This design comes from an exercise in tuning for small area, a short achievable clock period and few clock cycles on the open sky130 flow, not from production work. Function was checked by simulation only, so behaviour that the tests miss may differ from the original. No activity file was given, so power comes from the tool's default toggle rates.

## ember
==> flow/design.v (excerpt) <==
module CacheController(
    rst,
    clk,
    wr,
    rd,
    data_rd,
    data_wr,
    addr_req,
    addr_resp,
    rdy,
    busy,
    wr_mem,
    rd_mem,
    busy_mem,
    data_rd_mem,
    data_wr_mem,
    addr_mem,
    cache_miss_count,
    cache_hit_count
    );
Settings: LEC_CHECK=0, CAP_MARGIN=20, CORE_MARGIN=2, CORE_UTILIZATION=70, CTS_BUF_LIST=sky130_fd_sc_hd__clkbuf_16, CTS_CLUSTER_DIAMETER=70, CTS_CLUSTER_SIZE=30, SETUP_SLACK_MARGIN=3.6, SLEW_MARGIN=20; clock period 6.5 ns.
standard.sh (not shown) runs the stock make flow with config.mk's settings and CLKGATE_MAP_FILE= SYNTH_SCRIPT=/design/flow/synth_recipe.tcl, a recipe that flattens the netlist after the stock synthesis.
==> flow/flow/run.sh <==
#!/bin/bash
# The standard layout (the standard.sh, unchanged synthesis and steps),
# with the port buffers that global placement inserts made of the smallest
# buffer cell instead of the one buffer_ports picks by itself; the resizer
# still upsizes any that timing or slew needs.
set -euo pipefail
export BUFFER_PORTS_ARGS="-buffer_cell sky130_fd_sc_hd__buf_1"
bash standard.sh > standard_flow.log 2>&1
In summary, ember completed successfully, with a layout that passed the timing, design-rule and antenna checks.
Testbench counts of ember, summed over its fixed seeds: cycles 12,016.
Changes in raven relative to ember:
Settings: changing CTS_CLUSTER_SIZE from 30 to 25; changing SETUP_SLACK_MARGIN from 3.6 to 3.3; changing CTS_CLUSTER_DIAMETER from 70 to 100.
ember → raven: total power -about 6%, combinational fraction of design power lower, via count down 1.4%, clock-buffer cell count dropped 4. Layout overhead on the synthesized area is lower on raven. raven vs ember: number of filler instances in the final layout up by a little under 10%. For the power spent charging and discharging nets, raven came in 11% lower than ember did. On aggregate routed wire length: between ember and raven, it ends up higher for ember. In the tables for ember and raven, remaining max-slew budget at the tightest pin reads higher with ember. Taking ember as the reference, in raven fraction of area in registers went up 2.3 points, core utilization of the finished layout went down 2.7 points.
### raven -> quartz
Settings: SETUP_SLACK_MARGIN now 3.9, was 3.3.
--- outcome ---
Summary of quartz over raven: total wire length shows an increase of 12%; data arrival time of the worst path fell 230 ps. Delta (quartz minus raven): clock network latency to the later pin of the worst-skew pair about even; count of buffers added by post-CTS timing repair for setup picked up an extra 48. Core util | quartz vs raven | quartz higher. quartz ends up with a proportion of layout cells with a drive suffix above 1 that is 9.2 points higher than in raven. NOTE: filler cell count in quartz falls short of that of raven. Compared to raven, quartz has fraction of power spent switching nets 0.18 points higher. Flip-flop and latch count: raven vs quartz identical. Fraction of area in registers ends up lower on quartz.
Inputs modified between quartz and amber:
Settings: a change of SETUP_SLACK_MARGIN from 3.9 to 3.6.
Results
Between quartz and amber, the synthesis-stage register bit count figures differ only marginally.
Non-clock buffer count on amber is down relative to quartz.
| cell area | amber vs quartz | better |
Comparing amber against quartz, there is no change at all in worst hold path cell count.
In amber, share of cell area taken by flip-flops and latches is higher than in quartz.
Mux share of post-synthesis cell area: quartz vs amber identical
amber consumes less power than quartz does.

---

## job 452
The RTL this note starts from:
==> flow/design.v <==
`timescale 1ns / 1ps
module CacheController(
    rst,
    clk,
    wr,
    rd,
    data_rd,
    data_wr,
    addr_req,
    addr_resp,
    rdy,
    busy,
    wr_mem,
    rd_mem,
    busy_mem,
    data_rd_mem,
    data_wr_mem,
    addr_mem,
    cache_miss_count,
    cache_hit_count
    );
    input  rst; 
    input  clk; 
    input  wr;
    input  rd;
    output [31:0] data_rd;
    reg    [31:0] data_rd;
    input  [31:0] data_wr;
    input  [31:0] addr_req;
    output [31:0] addr_resp;
    reg    [31:0] addr_resp;
    output rdy;
    reg    rdy;
    output busy;
    output  wr_mem;
    output  rd_mem;
    input   busy_mem;
    input  [31:0] data_rd_mem;
    output [31:0] data_wr_mem;
    output [31:0] addr_mem;
    output [31:0] cache_miss_count;
    reg    [31:0] cache_miss_count;
    output [31:0] cache_hit_count;
    reg    [31:0] cache_hit_count;
    reg [15:0]  cache_valid;
    reg [23:0]  cache_tag [15:0];
    wire [23:0] addr_tag   = addr_req[31:8];
    wire [3:0]  addr_index = addr_req[7:4];
    assign busy        = busy_mem;
    assign rd_mem      = rd & ~rst;
    assign wr_mem      = wr & ~rst;
    assign addr_mem    = addr_req;
    assign data_wr_mem = data_wr;
    wire accept = (rd | wr) & ~busy_mem;
    reg         v1;
    reg  [31:0] a1;
    reg  [31:0] d1;
    reg  [23:0] old_tag;
    reg         old_valid;
    wire        hit1 = old_valid && (old_tag == a1[31:8]);
    always @(posedge clk) begin
        old_tag   <= cache_tag[addr_index];
        old_valid <= cache_valid[addr_index];
        a1        <= addr_req;
        d1        <= data_rd_mem;
        addr_resp <= a1;
        data_rd   <= d1;
    end
    genvar i;
    generate
        for (i = 0; i < 16; i = i + 1) begin : line
            always @(posedge clk)
                if (accept && addr_index == i)
                    cache_tag[i] <= addr_tag;
        end
    endgenerate
    always @(posedge clk or posedge rst) begin
        if (rst) begin
            v1               <= 1'b0;
            rdy              <= 1'b0;
            cache_valid      <= 16'h0000;
            cache_hit_count  <= 32'h0;
            cache_miss_count <= 32'h0;
        end else begin
            v1  <= accept;
            rdy <= v1;
            if (accept)
                cache_valid[addr_index] <= 1'b1;
            if (v1) begin
                if (hit1)
                    cache_hit_count  <= cache_hit_count + 1'b1;
                else
                    cache_miss_count <= cache_miss_count + 1'b1;
            end
        end
    end
endmodule
Settings: LEC_CHECK=0, CAP_MARGIN=20, CORE_MARGIN=2, CORE_UTILIZATION=70, CTS_BUF_LIST=sky130_fd_sc_hd__clkbuf_16, CTS_CLUSTER_DIAMETER=100, CTS_CLUSTER_SIZE=28, SETUP_SLACK_MARGIN=3.6, SLEW_MARGIN=20; clock period 6.5 ns.
Scripts as last shown in full above: flow/flow/run.sh
Job 452 finished every stage and its layout cleared the timing, design-rule and antenna checks.
Testbench counts of job 452, summed over its fixed seeds: cycles 12,016.
Here is what was changed in the inputs of job 305 compared with job 452.
# job 452
export LEC_CHECK = 0
export CAP_MARGIN = 20
export CORE_MARGIN = 2
export CORE_UTILIZATION = 70
export CTS_BUF_LIST = sky130_fd_sc_hd__clkbuf_16
export CTS_CLUSTER_DIAMETER = 100
export CTS_CLUSTER_SIZE = 28
export SETUP_SLACK_MARGIN = 3.6
export SLEW_MARGIN = 20
create_clock -name core_clock -period 6.5 [get_ports {clk}]
# job 305
export LEC_CHECK = 0
export CAP_MARGIN = 20
export CORE_MARGIN = 2
export CORE_UTILIZATION = 70
export CTS_BUF_LIST = sky130_fd_sc_hd__clkbuf_8
export CTS_CLUSTER_DIAMETER = 60
export CTS_CLUSTER_SIZE = 14
export SETUP_SLACK_MARGIN = 3.6
export SLEW_MARGIN = 20
create_clock -name core_clock -period 6.5 [get_ports {clk}]
### Flow results
- [compare] base=job 452 new=job 305: area fraction of clock buffers and clock inverters grew by 0.42 points, count of cell instances traversed by the critical path picked up an extra 4, total global routing track utilization neither gained nor lost much, area of all sequential standard cells essentially unchanged.
- In job 305 the met2 layer usage reported by global route turned out 0.72 points lower than in job 452.
- Taking job 452 as the reference, in job 305 overall power of the completed layout increased by about 0.5% relative to the old numbers; via count now sits higher.
- Count of clock-buffer cells in the layout ended up 25 higher on job 305 than on job 452.
- Ratio of final minimum period to clock period delta (job 452 -> job 305): insignificant
- As far as clock-pin transition on the worst setup and hold timing paths is concerned, job 452 and job 305 perform about the same.
- [job 305 vs job 452] number of instances resized during post-cts repair: lower in job 305
diff inputs: job 305 => job 9375
# job 305
export LEC_CHECK = 0
export CAP_MARGIN = 20
export CORE_MARGIN = 2
export CORE_UTILIZATION = 70
export CTS_BUF_LIST = sky130_fd_sc_hd__clkbuf_8
export CTS_CLUSTER_DIAMETER = 60
export CTS_CLUSTER_SIZE = 14
export SETUP_SLACK_MARGIN = 3.6
export SLEW_MARGIN = 20
create_clock -name core_clock -period 6.5 [get_ports {clk}]
# job 9375
export LEC_CHECK = 0
export CAP_MARGIN = 20
export CORE_MARGIN = 2
export CORE_UTILIZATION = 75
export CTS_BUF_LIST = sky130_fd_sc_hd__clkbuf_8
export CTS_CLUSTER_DIAMETER = 60
export CTS_CLUSTER_SIZE = 14
export SETUP_SLACK_MARGIN = 3.6
export SLEW_MARGIN = 20
create_clock -name core_clock -period 6.5 [get_ports {clk}]
[summary]
- Going from job 305 to job 9375, first-iteration DRC count now sits higher, routed wire length on met3 now sits higher.
- Summary of job 9375 over job 305: sequential share of layout area did not really move; sequential logic power shows no meaningful change; effective utilization at floorplan went up by 6.2 points; all-layer global routing usage went up; slack of the worst reg-to-reg path saw an increase.
- Job 9375 and job 305 ended up with nearly the same hold slack.
Relative to job 9375, the following input files were edited for job 4389:
# job 9375
export LEC_CHECK = 0
export CAP_MARGIN = 20
export CORE_MARGIN = 2
export CORE_UTILIZATION = 75
export CTS_BUF_LIST = sky130_fd_sc_hd__clkbuf_8
export CTS_CLUSTER_DIAMETER = 60
export CTS_CLUSTER_SIZE = 14
export SETUP_SLACK_MARGIN = 3.6
export SLEW_MARGIN = 20
create_clock -name core_clock -period 6.5 [get_ports {clk}]
# job 4389
export LEC_CHECK = 0
export CAP_MARGIN = 20
export CORE_MARGIN = 2
export CORE_UTILIZATION = 70
export CTS_BUF_LIST = sky130_fd_sc_hd__clkbuf_16
export CTS_CLUSTER_DIAMETER = 100
export CTS_CLUSTER_SIZE = 25
export SETUP_SLACK_MARGIN = 3.7
export SLEW_MARGIN = 20
create_clock -name core_clock -period 6.5 [get_ports {clk}]
--- outcome ---
In the metrics for job 9375 and job 4389, the one carrying the higher highest attainable clock frequency is job 4389. Aggregate routed wire length: job 4389 vs job 9375 — no meaningful difference. [compare] base=job 9375 new=job 4389: switching power summed over all nets shrank by 3.2%; arrival time at the worst endpoint shrank by 30 ps; proportion of power drawn by the clock network shrank by 0.4 points; total routing resource utilization after global routing shrank by 3.5 points; sequential fraction of total cell area shrank by 1.5 points. Looking only at number of clock-tree buffers in the layout, and setting everything else aside, the lower value of job 9375 and job 4389 goes to job 4389. Looking at the reports, job 4389 completed the entire flow and the layout it produced met the timing, design-rule and antenna checks. Diff job 9375 and job 4389: number of post-CTS setup repair buffers lower in job 9375. Going from job 9375 to job 4389, final clock skew shrank by 21 ps; initial core utilization moved down.

## re-timing with driven ports
The flow's constraints put no driver on any port. The routed layouts listed below were extracted and timed again, unchanged, in two steps. Step 1: set_driving_cell puts a clkbuf_16 on clk and a buf_2 on each other input, an assumption about the parent block. Step 2, shift: input delay + t, output delay - t, t = (earliest + latest rising clock arrival at the registers) / 2. This alone moves slack from input paths to output paths. a / b / c = ideal ports / drivers / drivers and shift; a / b = the first two.
run	shift t [ns]	setup slack, ns	worst register clock-pin slew, ns	worst slew at a driven data input, ns
ember	0.653	3.513 / 3.373 / 2.785	0.12 / 0.12	0.18
raven	0.639	3.314 / 3.241 / 2.745	0.10 / 0.10	0.07
quartz	0.643	3.544 / 3.417 / 3.142	0.11 / 0.11	0.18
amber	0.632	3.536 / 3.392 / 2.778	0.10 / 0.10	0.20
job 452	0.629	3.528 / 3.376 / 2.814	0.11 / 0.11	0.18
job 305	0.649	3.533 / 3.370 / 2.754	0.10 / 0.10	0.19
job 9375	0.656	3.492 / 3.317 / 2.775	0.10 / 0.10	0.21
job 4389	0.633	3.517 / 3.387 / 2.980	0.10 / 0.10	0.18
After both steps setup and hold are still met in every run listed. The setup slack of job 305, which loses most, moves by -0.163 ns with the drivers and by -0.779 ns with both steps.
